This is an optimization exercise on Yosys and OpenROAD, whose aim is small area and a short achievable clock period, not a production implementation.
RTL that was checked went through simulation tests only; none was proved equivalent to the original.
Power is estimated from default activity; no workload was simulated.

## Main
module Main(
    input clk, reset,
    input [2:0] user_y,
    input [2:0] choice_y,
    input [1:0] mode_y,
    input [7:0] touch_y,
    input [1:0] baDu_y,
    output tub_sel1,
    output tub_sel2,
    output tub_sel3,
    output tub_sel4,
    output tub_sel5,
    output tub_sel6,
    output tub_sel7,
    output tub_sel8,
    output [7:0] tub_control1,
    output [7:0] tub_control2,
    output [7:0] led,
    output [3:0] length_led,
    output t,
    output speaker
    );
Size in the first run: roughly 2900 cells after synthesis, roughly 480 flip-flops, about 58 I/O pins, about 0.023 mm² of cells after synthesis.
Settings: LEC_CHECK=0, ABC_AREA=1, CAP_MARGIN=20, CORE_MARGIN=2, CORE_UTILIZATION=65, CTS_BUF_LIST=sky130_fd_sc_hd__clkbuf_4, CTS_CLUSTER_SIZE=30, SLEW_MARGIN=20; clock period 45.0 ns.
run.sh (not shown) runs the stock make flow with config.mk's settings and CLKGATE_MAP_FILE= SYNTH_SCRIPT=/design/flow/synth_recipe.tcl, a recipe that flattens the netlist after the stock synthesis.
Change:
CTS_BUF_LIST = sky130_fd_sc_hd__clkbuf_8   (was sky130_fd_sc_hd__clkbuf_4)
CTS_CLUSTER_SIZE = not set   (was 30)
Power came out higher by 3.3%.
Worst setup slack loses 180 ps.
Hold slack gains 28 ps.
Critical path depth came out higher by 11.
Cell area rises by 0.48%.
Non-clock buffer count does not change.
Via count went down by about 1.4%.
Core utilization goes up by 0.34 points.
Final cell count fell by about 1.8%.
Sequential share of layout area is lower by 0.20 points.
Fmax fell by about 1.6%.
Function was not checked in any run of this note: the RTL went through the layout flow alone.

========
branch pepper:
Another version of the RTL of Main (not shown whole).
For scale: ~2100 cells after synthesis, about 470 flip-flops, ~58 I/O pins, roughly 19000 um2 of cells after synthesis.
==> flow/config.mk <==
export PLATFORM = sky130hd
export DESIGN_NAME = Main
export DESIGN_NICKNAME = Main
export VERILOG_FILES = /design/flow/design.v
export SDC_FILE = /design/flow/constraint.sdc
export NUM_CORES = 4
export LEC_CHECK = 0
export ABC_AREA = 1
export CAP_MARGIN = 20
export CORE_MARGIN = 2
export CORE_UTILIZATION = 60
export SLEW_MARGIN = 60
export SYNTH_HIERARCHICAL = 1
export SYNTH_MINIMUM_KEEP_SIZE = 0
==> flow/constraint.sdc <==
create_clock -name core_clock -period 45.0 [get_ports {clk}]
set_input_delay 9.0000 -clock core_clock [delete_from_list [all_inputs] [get_ports {clk}]]
set_output_delay 9.0000 -clock core_clock [all_outputs]
set_load 0.01 [all_outputs]
standard.sh (not shown) runs the stock make flow with config.mk's settings and CLKGATE_MAP_FILE= SYNTH_SCRIPT=/design/flow/synth_recipe.tcl, a recipe that flattens the netlist after the stock synthesis.
==> flow/flow/run.sh <==
#!/bin/bash
# The standard layout (standard.sh: the ORFS flow), with these changes to
# how the layout is made:
#  - synthesis is the standard synthesis script with a stronger ABC
#    script for the combinational logic (flow/synth.tcl, flow/abc_deep.script);
#    registers are mapped exactly as in the standard synthesis;
#  - ports are buffered with buf_2 cells instead of the delay cells that
#    buffer_ports picks by default;
#  - clock tree synthesis without dummy loads, with clkbuf_8 leaf buffers
#    over clusters of up to 18 sinks.
# make's output goes to synth.log and standard.log; each ORFS step also logs
# under orfs/logs/.
set -o pipefail
export MY_ABC_SCRIPT=$PWD/flow/abc_deep.script
bash standard.sh SYNTH_SCRIPT=$PWD/flow/synth.tcl synth > synth.log 2>&1 || exit 1
bash standard.sh \
  "BUFFER_PORTS_ARGS=-buffer_cell sky130_fd_sc_hd__buf_2" \
  "CTS_ARGS=-sink_clustering_enable -repair_clock_nets -dont_use_dummy_load -sink_clustering_size 18 -sink_clustering_max_diameter 70 -buf_list sky130_fd_sc_hd__clkbuf_8 -root_buf sky130_fd_sc_hd__clkbuf_16" \
  finish > standard.log 2>&1
==> flow/flow/abc_deep.script <==
strash
&get -n
&deepsyn -T 300
&put
dch -f
amap
topo
==> flow/flow/synth.tcl <==
# synth_recipe.tcl (the standard synthesis), with one change: the abc call
# maps the top module's combinational logic with the ABC script named by
# MY_ABC_SCRIPT; the other modules keep ORFS's script.
proc synth {args} { yosys synth -nofsm -noshare {*}$args }
proc abc {args} {
  set i [lsearch -exact $args -script]
  if {$i >= 0 && [info exists ::env(MY_ABC_SCRIPT)]} {
    set deep $args
    lset deep [expr {$i+1}] $::env(MY_ABC_SCRIPT)
    yosys abc {*}$deep $::env(DESIGN_NAME)
    yosys abc {*}$args LedNext
  } else {
    yosys abc {*}$args
  }
}
source $::env(SCRIPTS_DIR)/synth.tcl
# left out here: clear keep_hierarchy, flatten, clean up, hide names made inside functions, write 1_2_yosys.v
Here is what was changed in the inputs of branch cedar compared with branch pepper.
Settings: CORE_UTILIZATION: 60 -> 50.
## What came out
For total area of multi-input combinational cells, branch cedar and branch pepper come out practically identical.
Arrival time of data at the critical path endpoint in branch cedar is 0.04 ns above branch pepper.
branch cedar falls short of branch pepper in routed wire length.
Of branch pepper and branch cedar, branch cedar shows the higher die area, with branch pepper below it.
Summary: with branch pepper as the reference, summed area of non-filler cells in the final layout in branch cedar moved up slightly.
Compared with branch pepper, in branch cedar total number of vias went down about 3.2%; area taken by flip-flops and latches held; total power went up 3.1 uW; utilization went down 10 points; worst setup slack went down 0.042 ns.

========
Starting RTL as in the previous note.
Settings: LEC_CHECK=0, ABC_AREA=1, CAP_MARGIN=20, CORE_MARGIN=2, CORE_UTILIZATION=60, SLEW_MARGIN=60, SYNTH_HIERARCHICAL=1, SYNTH_MINIMUM_KEEP_SIZE=0; clock period 45.0 ns.
==> flow/flow/run.sh <==
#!/bin/bash
# The standard layout (standard.sh: the ORFS flow), with these changes to
# how the layout is made:
#  - synthesis is the standard synthesis script with a stronger ABC
#    script for the combinational logic (flow/synth.tcl, flow/abc_deep.script,
#    flow/abc_led.script);
#    registers are mapped exactly as in the standard synthesis;
#  - ports are buffered with buf_2 cells instead of the delay cells that
#    buffer_ports picks by default;
#  - clock tree synthesis without dummy loads, with clkbuf_8 leaf buffers
#    over clusters of up to 18 sinks.
# make's output goes to synth.log and standard.log; each ORFS step also logs
# under orfs/logs/.
set -o pipefail
export MY_ABC_SCRIPT=$PWD/flow/abc_deep.script
export MY_ABC_LED_SCRIPT=$PWD/flow/abc_led.script
bash standard.sh SYNTH_SCRIPT=$PWD/flow/synth.tcl synth > synth.log 2>&1 || exit 1
bash standard.sh \
  "BUFFER_PORTS_ARGS=-buffer_cell sky130_fd_sc_hd__buf_2" \
  "CTS_ARGS=-sink_clustering_enable -repair_clock_nets -dont_use_dummy_load -sink_clustering_size 18 -sink_clustering_max_diameter 70 -buf_list sky130_fd_sc_hd__clkbuf_8 -root_buf sky130_fd_sc_hd__clkbuf_16" \
  finish > standard.log 2>&1
==> flow/flow/abc_led.script <==
strash
&get -n
&deepsyn -T 30
&put
dch -f
amap
topo
==> flow/flow/synth.tcl <==
# synth_recipe.tcl (the standard synthesis), with one change: the abc call
# maps the top module's combinational logic with the ABC script named by
# MY_ABC_SCRIPT and LedNext's with the one named by MY_ABC_LED_SCRIPT.
proc synth {args} { yosys synth -nofsm -noshare {*}$args }
proc abc {args} {
  set i [lsearch -exact $args -script]
  if {$i >= 0 && [info exists ::env(MY_ABC_SCRIPT)]} {
    set deep $args
    lset deep [expr {$i+1}] $::env(MY_ABC_SCRIPT)
    yosys abc {*}$deep $::env(DESIGN_NAME)
    set led $args
    lset led [expr {$i+1}] $::env(MY_ABC_LED_SCRIPT)
    yosys abc {*}$led LedNext
  } else {
    yosys abc {*}$args
  }
}
source $::env(SCRIPTS_DIR)/synth.tcl
# left out here: clear keep_hierarchy, flatten, clean up, hide names made inside functions, write 1_2_yosys.v
Scripts as last shown in full above: flow/flow/abc_deep.script
The starting point produced a clean layout.
Edit:
--- a/flow/flow/run.sh
+++ b/flow/flow/run.sh
@@ -4,4 +4,3 @@
 #  - synthesis is the standard synthesis script with a stronger ABC
-#    script for the combinational logic (flow/synth.tcl, flow/abc_deep.script,
-#    flow/abc_led.script);
+#    script for the combinational logic (flow/synth.tcl, flow/abc_deep.script);
 #    registers are mapped exactly as in the standard synthesis;
@@ -15,3 +14,2 @@
 export MY_ABC_SCRIPT=$PWD/flow/abc_deep.script
-export MY_ABC_LED_SCRIPT=$PWD/flow/abc_led.script
 bash standard.sh SYNTH_SCRIPT=$PWD/flow/synth.tcl synth > synth.log 2>&1 || exit 1
--- a/flow/flow/synth.tcl
+++ b/flow/flow/synth.tcl
@@ -2,3 +2,3 @@
 # maps the top module's combinational logic with the ABC script named by
-# MY_ABC_SCRIPT and LedNext's with the one named by MY_ABC_LED_SCRIPT.
+# MY_ABC_SCRIPT; the other modules keep ORFS's script.
 proc synth {args} { yosys synth -nofsm -noshare {*}$args }
@@ -10,5 +10,3 @@
     yosys abc {*}$deep $::env(DESIGN_NAME)
-    set led $args
-    lset led [expr {$i+1}] $::env(MY_ABC_LED_SCRIPT)
-    yosys abc {*}$led LedNext
+    yosys abc {*}$args LedNext
   } else {
- CORE_UTILIZATION: 60 -> 65
- SLEW_MARGIN: 60 -> 40
removed: flow/flow/abc_led.script
=>
- utilization increases by 3.9 points
- wire length decreases by 2.0%
- worst hold slack is better by 56 ps
- synthesized area increases by 0.71%
- final cell count increases by 0.59%
- clock-buffer cell count decreases by 4
- first-iteration DRC count increases by 5.7%
- die area decreases by 6.9%

separate check: timing with driven ports:
The results above use ideal ports. As a check the final layouts listed here were re-extracted and re-timed, cells and wires unchanged.
Step 1 (the two cells are an assumption about what drives the block):
set clk [get_ports {clk}]
set_driving_cell -lib_cell sky130_fd_sc_hd__clkbuf_16 $clk
set_driving_cell -lib_cell sky130_fd_sc_hd__buf_2 [delete_from_list [all_inputs] $clk]
Step 2 moves the port delays by t, midway between the first and last clock arrival at a register: inputs arrive t later, outputs are due t later. That takes back most of the time a late clock gives input paths.
Slacks: ideal ports / drivers / drivers and shift; pairs: ideal ports / drivers.
run	t, ns	setup WS [ns]	hold slack, ns	worst setup path after step 2
the first run of note 1	0.884	34.185 / 34.132 / 33.335	0.285 / 0.285 / 0.285	input to register
the second run of note 1	0.701	34.006 / 34.031 / 33.330	0.314 / 0.314 / 0.314	input to register
branch pepper	0.527	34.905 / 34.848 / 34.642	0.256 / 0.256 / 0.256	input to register
branch cedar	0.570	34.862 / 34.805 / 34.606	0.289 / 0.289 / 0.289	input to register
the first run of note 3	0.534	34.741 / 34.777 / 34.243	0.263 / 0.263 / 0.263	input to register
the second run of note 3	0.585	34.891 / 34.833 / 34.433	0.319 / 0.319 / 0.319	input to register
After both steps setup and hold are still met in every run listed. For the first run of note 1, which loses most, drivers alone change the setup slack by -0.053 ns; drivers and shift together by -0.850 ns.
